From an optimization exercise on the open Yosys and OpenROAD flow, aimed at small area, a short achievable clock period and few clock cycles per item; shortcuts taken in it are not production practice.
Only simulation tests tie the RTL to the original design; equivalence was not proved.
Power and IR drop assume default switching activity.

exp/umber:
==> flow/design.v <==
module sha1_block (
    input wire clk,
    input wire rst,
    input wire start,
    input wire [159:0] context_in,
    input wire [511:0] block,
    output wire done,
    output wire [159:0] context_out);
reg [31:0] a, b, c;       
reg [511:0] win;         
reg [31:0] s;            
reg [31:0] pw;           
reg [31:0] yz;           
reg [6:0] cnt;           
reg [3:0] gk;            
reg [2:0] gf;            
reg busy;
reg f1, f2, f81, f82, f83;   
reg done_r;
assign done = done_r;
assign context_out = {b, rotl2(c), pw, s, a};
wire [31:0] h0 = context_in[159:128];
wire [31:0] h1 = context_in[127:96];
wire [31:0] h2 = context_in[95:64];
wire [31:0] h3 = context_in[63:32];
wire [31:0] h4 = context_in[31:0];
function [31:0] rotl5(input [31:0] x); rotl5 = {x[26:0], x[31:27]}; endfunction
function [31:0] rotr2(input [31:0] x); rotr2 = {x[1:0], x[31:2]}; endfunction
function [31:0] rotl2(input [31:0] x); rotl2 = {x[29:0], x[31:30]}; endfunction
function [31:0] rotl1(input [31:0] x); rotl1 = {x[30:0], x[31]}; endfunction
function [31:0] sk_add(input [31:0] x, input [31:0] y);
    reg [31:0] g, p;
    integer i, l;
    begin
        g = x & y;
        p = x ^ y;
        for (l = 0; l < 5; l = l + 1)
            for (i = 31; i >= 0; i = i - 1)
                if (((i >> l) & 1) == 1) begin
                    g[i] = g[i] | (p[i] & g[((i >> l) << l) - 1]);
                    p[i] = p[i] & p[((i >> l) << l) - 1];
                end
        sk_add = x ^ y ^ {g[30:0], 1'b0};
    end
endfunction
function [31:0] sk_add3(input [31:0] x, input [31:0] y, input [31:0] z);
    reg [31:0] m;
    begin
        m = (x & y) | (x & z) | (y & z);
        sk_add3 = sk_add(x ^ y ^ z, {m[30:0], 1'b0});
    end
endfunction
function [31:0] kconst(input [3:0] g);
    kconst = ({32{g[0]}} & 32'h5A827999) | ({32{g[1]}} & 32'h6ED9EBA1) |
             ({32{g[2]}} & 32'h8F1BBCDC) | ({32{g[3]}} & 32'hCA62C1D6);
endfunction
wire [31:0] wx = rotl1(win[95:64] ^ win[255:224] ^ win[447:416] ^ win[511:480]);
reg [31:0] wn;
integer i;
always @* begin
    wn = {32{cnt >= 7'd16 && cnt < 7'd80}} & wx;
    for (i = 0; i < 16; i = i + 1)
        wn = wn | ({32{cnt == i}} & block[511 - 32*i -: 32]);
    wn = wn | ({32{cnt == 7'd80}} & h4) | ({32{cnt == 7'd81}} & h3) | ({32{cnt == 7'd82}} & h2);
end
wire [31:0] wq1 = win[31:0];                
wire [31:0] y = rotr2(b), z = c;
wire [31:0] fp = ({32{gf[0]}} & y) | ({32{gf[1]}} & ~yz) | ({32{gf[2]}} & (y | z));
wire [31:0] fq = ({32{gf[0]}} & z) | ({32{gf[1]}} & yz) | ({32{gf[2]}} & (y & z));
wire [31:0] f = (a & fp) | (~a & fq);      
wire [31:0] a_n = sk_add(rotl5(a), s);
wire [31:0] s_n = sk_add(f, pw);
wire [31:0] pw_n = sk_add3(c, kconst(gk), wq1);
wire [31:0] hb = {32{f82 | f83}} & yz;
always @(posedge clk) begin
    if (rst) begin
        busy <= 1'b0;
        done_r <= 1'b0;
    end else begin
        done_r <= busy && f83;
        if (start) busy <= 1'b1;
        else if (f83) busy <= 1'b0;
    end
    if (rst || !(busy || start)) cnt <= 7'd0;
    else cnt <= cnt + 7'd1;
    f1 <= start;
    f2 <= f1;
    f81 <= busy && (cnt == 7'd80);
    f82 <= busy && (cnt == 7'd81);
    f83 <= busy && (cnt == 7'd82);
    if (cnt < 7'd20) gk <= 4'b0001;
    else if (cnt < 7'd40) gk <= 4'b0010;
    else if (cnt < 7'd60) gk <= 4'b0100;
    else if (cnt < 7'd80) gk <= 4'b1000;
    else gk <= 4'b0000;
    gf <= (f81 || f82) ? 3'b000 : {gk[2], gk[1] | gk[3], gk[0]};
    win <= {win[479:0], wn};
    s <= s_n;
    pw <= pw_n;
    yz <= f81 ? h1 : f82 ? h0 : rotr2(a) ^ rotr2(b);
    if (start) begin
        a <= rotl2(h2);
        b <= rotl2(h3);
        c <= h4;
    end else begin
        a <= ({32{f1}} & h1) | ({32{f2}} & h0) | ({32{f83}} & s) |
             ({32{!(f1 | f2 | f83)}} & a_n);
        b <= sk_add(a, hb);
        c <= rotr2(b);
    end
end
endmodule
Settings: LEC_CHECK=0, CAP_MARGIN=20, CORE_MARGIN=2, CORE_UTILIZATION=50, CTS_CLUSTER_DIAMETER=80, CTS_CLUSTER_SIZE=30, PLACE_DENSITY=0.65, SETUP_SLACK_MARGIN=2.4, SLEW_MARGIN=20; clock period 6.0 ns.
standard.sh (not shown) runs the stock make flow with config.mk's settings and CLKGATE_MAP_FILE= SYNTH_SCRIPT=/design/flow/synth_recipe.tcl, a recipe that flattens the netlist after the stock synthesis.
==> flow/flow/run.sh <==
#!/bin/bash
# The standard ORFS layout (standard.sh), except that the buffers ORFS puts on
# every input and output port are the smallest buffer cell instead of the
# resizer's default choice.
set -euo pipefail
bash standard.sh BUFFER_PORTS_ARGS="-buffer_cell sky130_fd_sc_hd__buf_1" finish > flow_make.log 2>&1
Testbench counts of exp/umber, summed over its fixed seeds: cycles 43,520, blocks 512.
What exp/yarrow does differently from exp/umber at the input level:
- a change of SETUP_SLACK_MARGIN from 2.4 to 2.8
Worst slack at placement is higher on exp/yarrow. Re floorplan die height: no difference whatsoever between exp/umber and exp/yarrow. On exp/yarrow: maximum frequency is 0.015 GHz higher than what exp/umber gave. exp/yarrow against exp/umber: minimum setup slack among reg-to-reg paths grew by 0.18 ns, portion of the clock cycle consumed by the worst path in the final layout shrank by 2.9 points, power share of the sequential group shrank by 1.5 points, post-route worst setup slack grew by 0.18 ns, logic gate share of total power grew by 1.8 points. Taking exp/umber as the reference point, the part of the total power dissipated in the clock network of exp/yarrow falls by 0.3 points.
The inputs of exp/harbor differ from those of exp/yarrow as listed below.
- changing SETUP_SLACK_MARGIN from 2.8 to 2.6
==> results.txt <==
A last element of the critical path of pw[31] is what exp/yarrow shows, while pw[28] belongs to exp/harbor. Going from exp/yarrow to exp/harbor, via density per instance roughly the same, clock skew lower, via count of the first global-routing pass lower, met3 track utilization from global routing lower, sequential share of layout area higher. exp/yarrow → exp/harbor: wire length of the first global-routing pass went down by about 2.4%, inverter count of the layout excluding clock inverters went up by 1, total I/O pin count was more or less identical. Of exp/harbor and exp/yarrow, the lower post-CTS setup buffer count belongs to exp/harbor. Wire length came out lower on exp/harbor than on exp/yarrow. Against exp/yarrow, exp/harbor reports a cell area after layout that is lower.

[static timing again, ports no longer ideal]
Ports are ideal in the flow. The routed layouts listed here were re-timed in OpenROAD. Step 1, drivers: a clkbuf_16 drives clk and a buf_2 each remaining input, both assumed. Step 2 also shifts input and output timing later by t, the mid clock arrival at the registers, as if the neighbouring blocks saw the same clock. Slacks: no drivers / after step 1 / after step 2; pairs: no drivers / after step 1.
| run | shift t [ns] | setup slack, ns | worst setup path at the end | clock arrival spread, ns | pins driven straight from the clock port |
|---|---|---|---|---|---|
| exp/umber | 0.663 | 2.471 / 2.471 / 2.471 | register to register | 0.043 / 0.042 | 1 |
| exp/yarrow | 0.666 | 2.647 / 2.647 / 2.647 | register to register | 0.051 / 0.052 | 1 |
| exp/harbor | 0.667 | 2.624 / 2.624 / 2.624 | register to register | 0.040 / 0.040 | 1 |
After both steps every run listed still meets setup and hold.
